Background: an optimization exercise with open tools, aiming at small area and a short achievable clock period. Do not read the settings as production practice.
Only simulation tests tie the RTL to the original design; equivalence was not proved.
No activity file was given, so power comes from the tool's default toggle rates.

// ALU_TOP
module ALU_TOP (
input wire signed [15:0] A,
input wire signed [15:0] B,
input wire [3:0] ALU_FUNC,
input wire CLK,
input wire RST,
output reg signed [31:0] Arith_OUT,
output reg [15:0] Logic_OUT,
output reg [1:0] CMP_OUT,
output reg [16:0] SHIFT_OUT,
output reg Arith_Flag, Logic_Flag, CMP_Flag, SHIFT_Flag
	);
Size: ~2,300 cells after synthesis, ~71 flip-flops, ~110 I/O pins.
clock: 95.0 ns
lec_check: 0
abc_area: 1
cap_margin: 20
core_margin: 2
core_utilization: 40
slew_margin: 20
standard.sh (not shown) runs the stock make flow with config.mk's settings and CLKGATE_MAP_FILE= SYNTH_SCRIPT=/design/flow/synth_recipe.tcl, a recipe that flattens the netlist after the stock synthesis.
==> flow/flow/run.sh <==
#!/bin/bash
# The standard layout (standard.sh), with every port buffered by the smallest buffer cell
# instead of the one buffer_ports picks by default. Each tool's output lands in the ORFS logs
# under orfs/logs/; make's own output goes to standard_flow.log in this folder.
set -euo pipefail
bash standard.sh "BUFFER_PORTS_ARGS=-buffer_cell sky130_fd_sc_hd__buf_1" finish > standard_flow.log 2>&1
Change:
Settings changed: CORE_UTILIZATION 40 to 65.
Design area falls by 1.8%.
Clock power falls by 6.6%.
Routed wire length falls by 9.3%.
Count of clock-buffer cells in the layout stays the same.
Hold slack gets worse by 0.12 ns.
Die area falls by 38%.
Worst setup slack gets better by 0.079 ns.
Sequential power falls by about 2%.
Synthesized area stays the same.
Via count rises by 1.5%.
Fmax is about the same.

---

== lane 1 ==
ALU_TOP, a different RTL version from the one above (not shown whole).
For scale: about 0.015 mm2 of cells after synthesis.
export LEC_CHECK = 0
export ABC_AREA = 1
export CAP_MARGIN = 20
export CORE_MARGIN = 2
export CORE_UTILIZATION = 40
export SLEW_MARGIN = 20
create_clock -name core_clock -period 95.0 [get_ports {CLK}]
==> flow/flow/run.sh <==
#!/bin/bash
# The standard layout (standard.sh) with three changes:
#  - synthesis is the standard synthesis with ABC's mapping script replaced by
#    flow/abc.script (flow/synth.tcl); the registers are the standard synthesis's;
#  - every port is buffered by the smallest buffer cell instead of the one buffer_ports
#    picks by default;
#  - repair_timing aims for 44 ns of setup slack (SETUP_SLACK_MARGIN) instead of 0, so the
#    resizer upsizes the critical path; the clock and constraints stay the design's.
# Each tool's output lands in the ORFS logs under orfs/logs/; make's own output goes to
# standard_flow.log in this folder.
set -euo pipefail
bash standard.sh "SYNTH_SCRIPT=$PWD/flow/synth.tcl" \
  "BUFFER_PORTS_ARGS=-buffer_cell sky130_fd_sc_hd__buf_1" \
  SETUP_SLACK_MARGIN=44 finish > standard_flow.log 2>&1
==> flow/flow/abc.script <==
strash
dch
map -B 0.9
topo
stime -c
==> flow/flow/synth.tcl <==
# The standard synthesis (synth_recipe.tcl in the work folder), with ABC's mapping script
# replaced by flow/abc.script. Only the combinational mapping changes; the registers are the
# standard synthesis's.
set my_flow_dir [file dirname [file normalize [info script]]]
proc abc {args} {
  set i [lsearch -exact $args -script]
  if {$i >= 0} { lset args [expr {$i + 1}] [file join $::my_flow_dir abc.script] }
  yosys abc {*}$args
}
source [file join [file dirname $my_flow_dir] synth_recipe.tcl]
Lane 1 finished end to end and its layout was clean on timing, DRC and antenna.
What lane 2 does differently from lane 1 at the input level:
==> flow/flow/run.sh <==
#!/bin/bash
# The standard layout (standard.sh) with two changes:
#  - synthesis is the standard synthesis with ABC's mapping script replaced by
#    flow/abc.script (flow/synth.tcl); the registers are the standard synthesis's;
#  - every port is buffered by the smallest buffer cell instead of the one buffer_ports
#    picks by default.
# Each tool's output lands in the ORFS logs under orfs/logs/; make's own output goes to
# standard_flow.log in this folder.
set -euo pipefail
bash standard.sh "SYNTH_SCRIPT=$PWD/flow/synth.tcl" \
  "BUFFER_PORTS_ARGS=-buffer_cell sky130_fd_sc_hd__buf_1" finish > standard_flow.log 2>&1
Findings:
Lane 2 vs lane 1: design area down in lane 2
Sort lane 2 and lane 1 by slew at the pin with the worst max-slew slack, ascending, and lane 1 comes first.
In the reports for lane 2 and lane 1, the larger fmax belongs to lane 1.
Diff lane 1 -> lane 2 | non-clock buffer count | decrease of about 6.6%
Diff lane 2..lane 1 | global-route usage | negligible
[compare] base=lane 1 new=lane 2: final total power fell by 0.012 mW, detailed-route wire length shrank by 1.9%.
Against lane 1, lane 2 comes in 1.2 points lower on share of the core filled with cells in the final layout.
Diff lane 2..lane 1 | number of violations of the max-capacitance limit | negligible
Lane 2 vs lane 1, via count went down by 1.6%.
## Diff of input files: lane 3 against lane 2
==> flow/flow/run.sh <==
#!/bin/bash
# The standard layout (standard.sh) with two changes:
#  - every port is buffered by the smallest buffer cell instead of the one buffer_ports
#    picks by default;
#  - repair_timing aims for 45 ns of setup slack (SETUP_SLACK_MARGIN) instead of 0, so the
#    resizer upsizes the critical path; the clock and constraints stay the design's.
# Each tool's output lands in the ORFS logs under orfs/logs/; make's own output goes to
# standard_flow.log in this folder.
set -euo pipefail
bash standard.sh "BUFFER_PORTS_ARGS=-buffer_cell sky130_fd_sc_hd__buf_1" \
  SETUP_SLACK_MARGIN=45 finish > standard_flow.log 2>&1
removed: flow/flow/abc.script
removed: flow/flow/synth.tcl
B[13] as the beginning of the critical path was reported by lane 2, and B[15] by lane 3. Lane 3 vs lane 2: fraction of layout instances using a drive strength above 1 up. Detailed-route wire length per cell in lane 3 is about 5% higher than in lane 2. Comparing lane 3 and lane 2, the higher final cycle utilization of the critical path is on lane 2. Of lane 3 and lane 2, it is lane 3 that has the lower sequential share of layout area. Of lane 3 and lane 2, lane 2 shows the lower total length of routed met3 wires, with lane 3 above it.
The following lists how lane 4 was set up differently from lane 3:
==> flow/flow/run.sh <==
#!/bin/bash
# The standard layout (standard.sh) with three changes:
#  - synthesis is the standard synthesis with ABC's mapping script replaced by
#    flow/abc.script (flow/synth.tcl); the registers are the standard synthesis's;
#  - every port is buffered by the smallest buffer cell instead of the one buffer_ports
#    picks by default;
#  - repair_timing aims for 44 ns of setup slack (SETUP_SLACK_MARGIN) instead of 0, so the
#    resizer upsizes the critical path; the clock and constraints stay the design's.
# Each tool's output lands in the ORFS logs under orfs/logs/; make's own output goes to
# standard_flow.log in this folder.
set -euo pipefail
bash standard.sh "SYNTH_SCRIPT=$PWD/flow/synth.tcl" \
  "BUFFER_PORTS_ARGS=-buffer_cell sky130_fd_sc_hd__buf_1" \
  SETUP_SLACK_MARGIN=44 finish > standard_flow.log 2>&1
==> flow/flow/abc.script (new file) <==
strash
&get -n
&st
&dch
&nf
&put
topo
stime -c
==> flow/flow/synth.tcl (new file) <==
# The standard synthesis (synth_recipe.tcl in the work folder), with ABC's mapping script
# replaced by flow/abc.script. Only the combinational mapping changes; the registers are the
# standard synthesis's.
set my_flow_dir [file dirname [file normalize [info script]]]
proc abc {args} {
  set i [lsearch -exact $args -script]
  if {$i >= 0} { lset args [expr {$i + 1}] [file join $::my_flow_dir abc.script] }
  yosys abc {*}$args
}
source [file join [file dirname $my_flow_dir] synth_recipe.tcl]
### Flow results
- Combinational power: lane 3 and lane 4 compared, higher one is lane 4
- Lane 3 → lane 4: share of power burned in combinational logic has increased; final-layout clock-cell area share stayed essentially flat; gate count of the mapped netlist down 458.
- Lane 4 ended up with Arith_OUT[7]$_DFF_PN0_ as its end of the critical path; lane 3 ended up with Arith_OUT[16]$_DFF_PN0_.
- Cmp lane 3 and lane 4 / area after synthesis / lower: lane 4

-- separate check: timing with driven ports --
The flow's constraints put no driver on any port. The routed layouts listed below were extracted and timed again, unchanged, in two steps.
Step 1 sets driving cells, clkbuf_16 on the clock port and buf_2 on the other inputs (assumed; they add their load-dependent delay and slew).
Step 2 times the ports against the registers' clock, not the clock port: input delays grow and output delays shrink by t, the midpoint of the rising clock arrivals with the driver on.
Three values: ideal ports, drivers, drivers and shift; two values: the first two.
| run | t (ns) | setup slack, ns | hold WS [ns] | clock arrival spread, ns | slew at the worst register clock pin (ns) |
|---|---|---|---|---|---|
| the first run of note 1 | 0.395 | 44.253 / 44.271 / 43.877 | 18.916 / 18.901 / 19.296 | 0.023 / 0.023 | 0.08 / 0.08 |
| the second run of note 1 | 0.397 | 44.332 / 44.357 / 43.961 | 18.800 / 18.776 / 19.172 | 0.009 / 0.009 | 0.07 / 0.07 |
| lane 1 | 0.407 | 46.563 / 46.589 / 46.182 | 18.894 / 18.867 / 19.274 | 0.015 / 0.016 | 0.08 / 0.08 |
| lane 2 | 0.408 | 40.911 / 40.939 / 40.531 | 18.895 / 18.868 / 19.277 | 0.015 / 0.015 | 0.07 / 0.07 |
| lane 3 | 0.422 | 47.558 / 47.568 / 47.146 | 18.910 / 18.888 / 19.310 | 0.026 / 0.026 | 0.08 / 0.08 |
| lane 4 | 0.387 | 46.258 / 46.268 / 45.882 | 18.777 / 18.761 / 19.148 | 0.018 / 0.019 | 0.08 / 0.08 |
After both steps setup and hold are still met in every run listed. The setup slack of lane 3, which loses most, moves by +0.010 ns with the drivers and by -0.412 ns with both steps.
